This is an optimization exercise on Yosys and OpenROAD, whose aim is small area, not a production implementation.
Power is estimated from default activity; no workload was simulated.

==> flow/design.v <==
module DFT( output [31:0] real_value,
            output [31:0] imag_value,
            input [7:0] in,
            input clk, rst );
function [20:0] raddl;
  input [19:0] a, b;
  input ci;
  integer i;
  reg c;
  begin
    c = ci;
    for (i = 0; i < 20; i = i + 1) begin
      raddl[i] = a[i] ^ b[i] ^ c;
      c = (a[i] & b[i]) | (a[i] & c) | (b[i] & c);
    end
    raddl[20] = c;
  end
endfunction
function [5:0] raddh0;
  input [5:0] a, b;
  integer i;
  reg c;
  begin
    c = 1'b0;
    for (i = 0; i < 6; i = i + 1) begin
      raddh0[i] = a[i] ^ b[i] ^ c;
      c = (a[i] & b[i]) | (a[i] & c) | (b[i] & c);
    end
  end
endfunction
function [5:0] raddh1;
  input [5:0] a, b;
  integer i;
  reg c;
  begin
    c = 1'b1;
    for (i = 0; i < 6; i = i + 1) begin
      raddh1[i] = a[i] ^ b[i] ^ c;
      c = (a[i] & b[i]) | (a[i] & c) | (b[i] & c);
    end
  end
endfunction
function [25:0] radd;
  input [25:0] a, b;
  input ci;
  reg [20:0] l;
  begin
    l = raddl(a[19:0], b[19:0], ci);
    radd = {l[20] ? raddh1(a[25:20], b[25:20]) : raddh0(a[25:20], b[25:20]), l[19:0]};
  end
endfunction
function [8:0] radd9;
  input [8:0] a, b;
  input ci;
  integer i;
  reg c;
  begin
    c = ci;
    for (i = 0; i < 9; i = i + 1) begin
      radd9[i] = a[i] ^ b[i] ^ c;
      c = (a[i] & b[i]) | (a[i] & c) | (b[i] & c);
    end
  end
endfunction
function [22:0] tab;
  input [2:0] c;
  input [2:0] d;
  begin
    case (c)
      3'd1: case (d) 3'd1: tab = 23'd1048576; 3'd2: tab = 23'd2097152; 3'd3: tab = 23'd3145728; 3'd4: tab = 23'd4194304; default: tab = 23'd0; endcase
      3'd2: case (d) 3'd1: tab = 23'd968758; 3'd2: tab = 23'd1937516; 3'd3: tab = 23'd2906274; 3'd4: tab = 23'd3875032; default: tab = 23'd0; endcase
      3'd3: case (d) 3'd1: tab = 23'd741456; 3'd2: tab = 23'd1482912; 3'd3: tab = 23'd2224368; 3'd4: tab = 23'd2965824; default: tab = 23'd0; endcase
      3'd4: case (d) 3'd1: tab = 23'd741455; 3'd2: tab = 23'd1482910; 3'd3: tab = 23'd2224365; 3'd4: tab = 23'd2965820; default: tab = 23'd0; endcase
      3'd5: case (d) 3'd1: tab = 23'd401272; 3'd2: tab = 23'd802544; 3'd3: tab = 23'd1203816; 3'd4: tab = 23'd1605088; default: tab = 23'd0; endcase
      3'd6: case (d) 3'd1: tab = 23'd401273; 3'd2: tab = 23'd802546; 3'd3: tab = 23'd1203819; 3'd4: tab = 23'd1605092; default: tab = 23'd0; endcase
      default: tab = 23'd0;
    endcase
  end
endfunction
reg [7:0] lo [0:7];    
reg [7:0] hi [0:7];    
reg [4:0] j;           
reg [3:0] k;           
reg ld;                
reg [25:0] accr, acci;
reg [25:0] outr, outi;
wire ldA = ld & ~k[0] & j[4] & j[0];
wire ldB = ld &  k[0] & ~j[4] & ~j[3] & j[0];
wire ldC = ld &  k[0] & ~j[4] &  j[3] & j[0];
wire ldD = ld &  k[0] &  j[4] & j[0];
integer q;
always @(posedge clk) begin
  lo[0] <= ldA ? in : lo[7];
  lo[1] <= ldB ? in : lo[0];
  hi[0] <= ldC ? in : hi[7];
  hi[1] <= ldD ? in : hi[0];
  for (q = 2; q < 8; q = q + 1) begin
    lo[q] <= lo[q-1];
    hi[q] <= hi[q-1];
  end
end
always @(posedge clk) begin
  if (rst) begin
    j <= 5'd16;
    k <= 4'd14;
    ld <= 1'b1;
  end else if (j == 5'd23) begin
    j <= 5'd0;
    k <= k + 4'd1;
    if (k == 4'd15) ld <= 1'b0;
  end else begin
    j <= j + 5'd1;
  end
end
wire [7:0] a = lo[7];
wire [7:0] b = hi[7];
wire kn0 = k[0] ^ (j == 5'd23);    
wire [8:0] un = radd9({a[7], a}, {b[7], b} ^ {9{kn0}}, kn0);
reg [2:0] n;
always @(*) begin
  case (j[2:0])
    3'd0: n = 3'd3;
    3'd1: n = 3'd4;
    3'd2: n = 3'd0;
    3'd3: n = 3'd5;
    3'd4: n = 3'd1;
    3'd5: n = 3'd6;
    3'd6: n = 3'd2;
    3'd7: n = 3'd7;
  endcase
end
reg [3:0] g;
wire [1:0] pn = (j == 5'd23) ? 2'd0 : (j == 5'd7) ? 2'd1 : (j == 5'd15) ? 2'd2 : j[4:3];
always @(*) begin
  case (pn)
    2'd0: g = {un[2:0], 1'b0};
    2'd1: g = un[5:2];
    default: g = un[8:5];
  endcase
end
reg [2:0] dmn;
reg dnn;
always @(*) begin
  case (g)
    4'd0: begin dmn = 3'd0; dnn = 1'b0; end
    4'd1: begin dmn = 3'd1; dnn = 1'b0; end
    4'd2: begin dmn = 3'd1; dnn = 1'b0; end
    4'd3: begin dmn = 3'd2; dnn = 1'b0; end
    4'd4: begin dmn = 3'd2; dnn = 1'b0; end
    4'd5: begin dmn = 3'd3; dnn = 1'b0; end
    4'd6: begin dmn = 3'd3; dnn = 1'b0; end
    4'd7: begin dmn = 3'd4; dnn = 1'b0; end
    4'd8: begin dmn = 3'd4; dnn = 1'b1; end
    4'd9: begin dmn = 3'd3; dnn = 1'b1; end
    4'd10: begin dmn = 3'd3; dnn = 1'b1; end
    4'd11: begin dmn = 3'd2; dnn = 1'b1; end
    4'd12: begin dmn = 3'd2; dnn = 1'b1; end
    4'd13: begin dmn = 3'd1; dnn = 1'b1; end
    4'd14: begin dmn = 3'd1; dnn = 1'b1; end
    4'd15: begin dmn = 3'd0; dnn = 1'b0; end
  endcase
end
reg [2:0] dm;
reg dn;
always @(posedge clk) begin
  dm <= dmn;
  dn <= dnn;
end
wire [3:0] m = ({4{n[0]}} & k) + ({4{n[1]}} & {k[2:0], 1'b0}) + ({4{n[2]}} & {k[1:0], 2'b00});
wire altc = k[0] & n[1];
wire alt_r = altc & (n[2] == (k[1] ^ k[2]));
wire alt_i = altc & (n[2] != (k[1] ^ k[2]));
reg [2:0] rc, ic;
reg rs, is;
always @(*) begin
  case (m)
    4'd0: begin rs = 1'b0; rc = 3'd1; is = 1'b0; ic = 3'd0; end
    4'd1: begin rs = 1'b0; rc = 3'd2; is = 1'b1; ic = (alt_i ? 3'd6 : 3'd5); end
    4'd2: begin rs = 1'b0; rc = (alt_r ? 3'd4 : 3'd3); is = 1'b1; ic = (alt_i ? 3'd4 : 3'd3); end
    4'd3: begin rs = 1'b0; rc = (alt_r ? 3'd6 : 3'd5); is = 1'b1; ic = 3'd2; end
    4'd4: begin rs = 1'b0; rc = 3'd0; is = 1'b1; ic = 3'd1; end
    4'd5: begin rs = 1'b1; rc = (alt_r ? 3'd6 : 3'd5); is = 1'b1; ic = 3'd2; end
    4'd6: begin rs = 1'b1; rc = (alt_r ? 3'd4 : 3'd3); is = 1'b1; ic = (alt_i ? 3'd4 : 3'd3); end
    4'd7: begin rs = 1'b1; rc = 3'd2; is = 1'b1; ic = (alt_i ? 3'd6 : 3'd5); end
    4'd8: begin rs = 1'b1; rc = 3'd1; is = 1'b0; ic = 3'd0; end
    4'd9: begin rs = 1'b1; rc = 3'd2; is = 1'b0; ic = (alt_i ? 3'd6 : 3'd5); end
    4'd10: begin rs = 1'b1; rc = (alt_r ? 3'd4 : 3'd3); is = 1'b0; ic = (alt_i ? 3'd4 : 3'd3); end
    4'd11: begin rs = 1'b1; rc = (alt_r ? 3'd6 : 3'd5); is = 1'b0; ic = 3'd2; end
    4'd12: begin rs = 1'b0; rc = 3'd0; is = 1'b0; ic = 3'd1; end
    4'd13: begin rs = 1'b0; rc = (alt_r ? 3'd6 : 3'd5); is = 1'b0; ic = 3'd2; end
    4'd14: begin rs = 1'b0; rc = (alt_r ? 3'd4 : 3'd3); is = 1'b0; ic = (alt_i ? 3'd4 : 3'd3); end
    4'd15: begin rs = 1'b0; rc = 3'd2; is = 1'b0; ic = (alt_i ? 3'd6 : 3'd5); end
  endcase
end
wire [22:0] mr = tab(rc, dm);
wire [22:0] mi = tab(ic, dm);
wire nr = dn ^ rs;
wire ni = dn ^ is;
wire first = (j == 5'd0);
wire shift = (j == 5'd8) | (j == 5'd16);
wire [25:0] br = first ? 26'd0  : shift ? {{3{accr[25]}}, accr[25:3]} : accr;
wire [25:0] bi = first ? 26'd63 : shift ? {{3{acci[25]}}, acci[25:3]} : acci;
wire [25:0] sr = radd(br, {3'd0, mr} ^ {26{nr}}, nr);
wire [25:0] si = radd(bi, {3'd0, mi} ^ {26{ni}}, ni);
always @(posedge clk) begin
  accr <= sr;
  acci <= si;
  if (j == 5'd23) begin
    outr <= sr[25:0];
    outi <= si[25:0];
  end
end
assign real_value = {{3{outr[25]}}, outr, 3'b000};
assign imag_value = {{3{outi[25]}}, outi, 3'b000};
endmodule
==> flow/config.mk <==
export PLATFORM = sky130hd
export DESIGN_NAME = DFT
export DESIGN_NICKNAME = DFT
export VERILOG_FILES = /design/flow/design.v
export SDC_FILE = /design/flow/constraint.sdc
export NUM_CORES = 4
export LEC_CHECK = 0
export ABC_AREA = 1
export CAP_MARGIN = 20
export CORE_MARGIN = 2
export CORE_UTILIZATION = 60
export CTS_CLUSTER_DIAMETER = 120
export CTS_CLUSTER_SIZE = 28
export SLEW_MARGIN = 20
==> flow/constraint.sdc <==
create_clock -name core_clock -period 12.0 [get_ports {clk}]
set_input_delay 2.4000 -clock core_clock [delete_from_list [all_inputs] [get_ports {clk}]]
set_output_delay 2.4000 -clock core_clock [all_outputs]
set_load 0.01 [all_outputs]
standard.sh (not shown) runs the stock make flow with config.mk's settings and CLKGATE_MAP_FILE= SYNTH_SCRIPT=/design/flow/synth_recipe.tcl, a recipe that flattens the netlist after the stock synthesis.
==> flow/flow/run.sh <==
#!/bin/bash
# The standard layout, with the port buffers made from the smallest buffer cell.
set -euo pipefail
export BUFFER_PORTS_ARGS="-buffer_cell sky130_fd_sc_hd__buf_1"
bash standard.sh > standard.log 2>&1
Next try:
--- a/flow/config.mk
+++ b/flow/config.mk
@@ -10,5 +10,5 @@
 export CORE_MARGIN = 2
 export CORE_UTILIZATION = 60
-export CTS_CLUSTER_DIAMETER = 120
-export CTS_CLUSTER_SIZE = 28
+export CTS_CLUSTER_DIAMETER = 80
+export CTS_CLUSTER_SIZE = 24
 export SLEW_MARGIN = 20
Result: Via count rises slightly. Clock power rises by roughly a tenth. First-iteration DRC count falls slightly. Power rises slightly. Wire length rises slightly. Worst hold slack got worse by 0.0068 ns. Global-route usage rises by 0.21 points.
Next try:
--- a/flow/config.mk
+++ b/flow/config.mk
@@ -10,5 +10,6 @@
 export CORE_MARGIN = 2
 export CORE_UTILIZATION = 60
-export CTS_CLUSTER_DIAMETER = 80
-export CTS_CLUSTER_SIZE = 24
+export CTS_BUF_LIST = sky130_fd_sc_hd__clkbuf_4 sky130_fd_sc_hd__clkbuf_8 sky130_fd_sc_hd__clkbuf_16
+export CTS_CLUSTER_DIAMETER = 60
+export CTS_CLUSTER_SIZE = 16
 export SLEW_MARGIN = 20
The new run passed the timing, design-rule and antenna checks.
Hold slack gets worse by 0.0044 ns.
Wire length grows by 1.4%.
Global-route usage grows by 0.31 points.
Via count grows by 0.90%.
Non-clock buffer count does not change.
Clock skew hardly moves.
Area after synthesis stays the same.
Power grows by 3.9%.
Next try:
--- a/flow/config.mk
+++ b/flow/config.mk
@@ -10,6 +10,6 @@
 export CORE_MARGIN = 2
 export CORE_UTILIZATION = 60
-export CTS_BUF_LIST = sky130_fd_sc_hd__clkbuf_4 sky130_fd_sc_hd__clkbuf_8 sky130_fd_sc_hd__clkbuf_16
-export CTS_CLUSTER_DIAMETER = 60
-export CTS_CLUSTER_SIZE = 16
+export CTS_BUF_LIST = sky130_fd_sc_hd__clkbuf_8
+export CTS_CLUSTER_DIAMETER = 50
+export CTS_CLUSTER_SIZE = 12
 export SLEW_MARGIN = 20
- via count is about the same
- global-route usage hardly moves
- clock skew went up by 0.0082 ns
- total power went down by 2.8%
Function was not checked in any run of this note: the RTL went through the layout flow alone.

what the ideal ports hide:
Ports are ideal in the flow. The routed layouts listed here were re-timed in OpenROAD.
Step 1 sets driving cells, clkbuf_16 on the clock port and buf_2 on the other inputs (assumed; they add their load-dependent delay and slew).
Step 2 also shifts input and output timing later by t, the mid clock arrival at the registers, as if the neighbouring blocks saw the same clock.
Three values: ideal ports, drivers, drivers and shift; two values: the first two.
run	t, ns	setup slack, ns	clock arrival spread, ns	slew at the worst register clock pin (ns)
the first run	0.526	0.605 / 0.605 / 0.605	0.021 / 0.021	0.11 / 0.11
the second run	0.532	0.637 / 0.637 / 0.637	0.019 / 0.019	0.09 / 0.09
the third run	0.547	0.620 / 0.620 / 0.620	0.022 / 0.022	0.08 / 0.08
the fourth run	0.595	0.616 / 0.616 / 0.616	0.029 / 0.029	0.09 / 0.09
After both steps setup and hold are still met in every run listed.
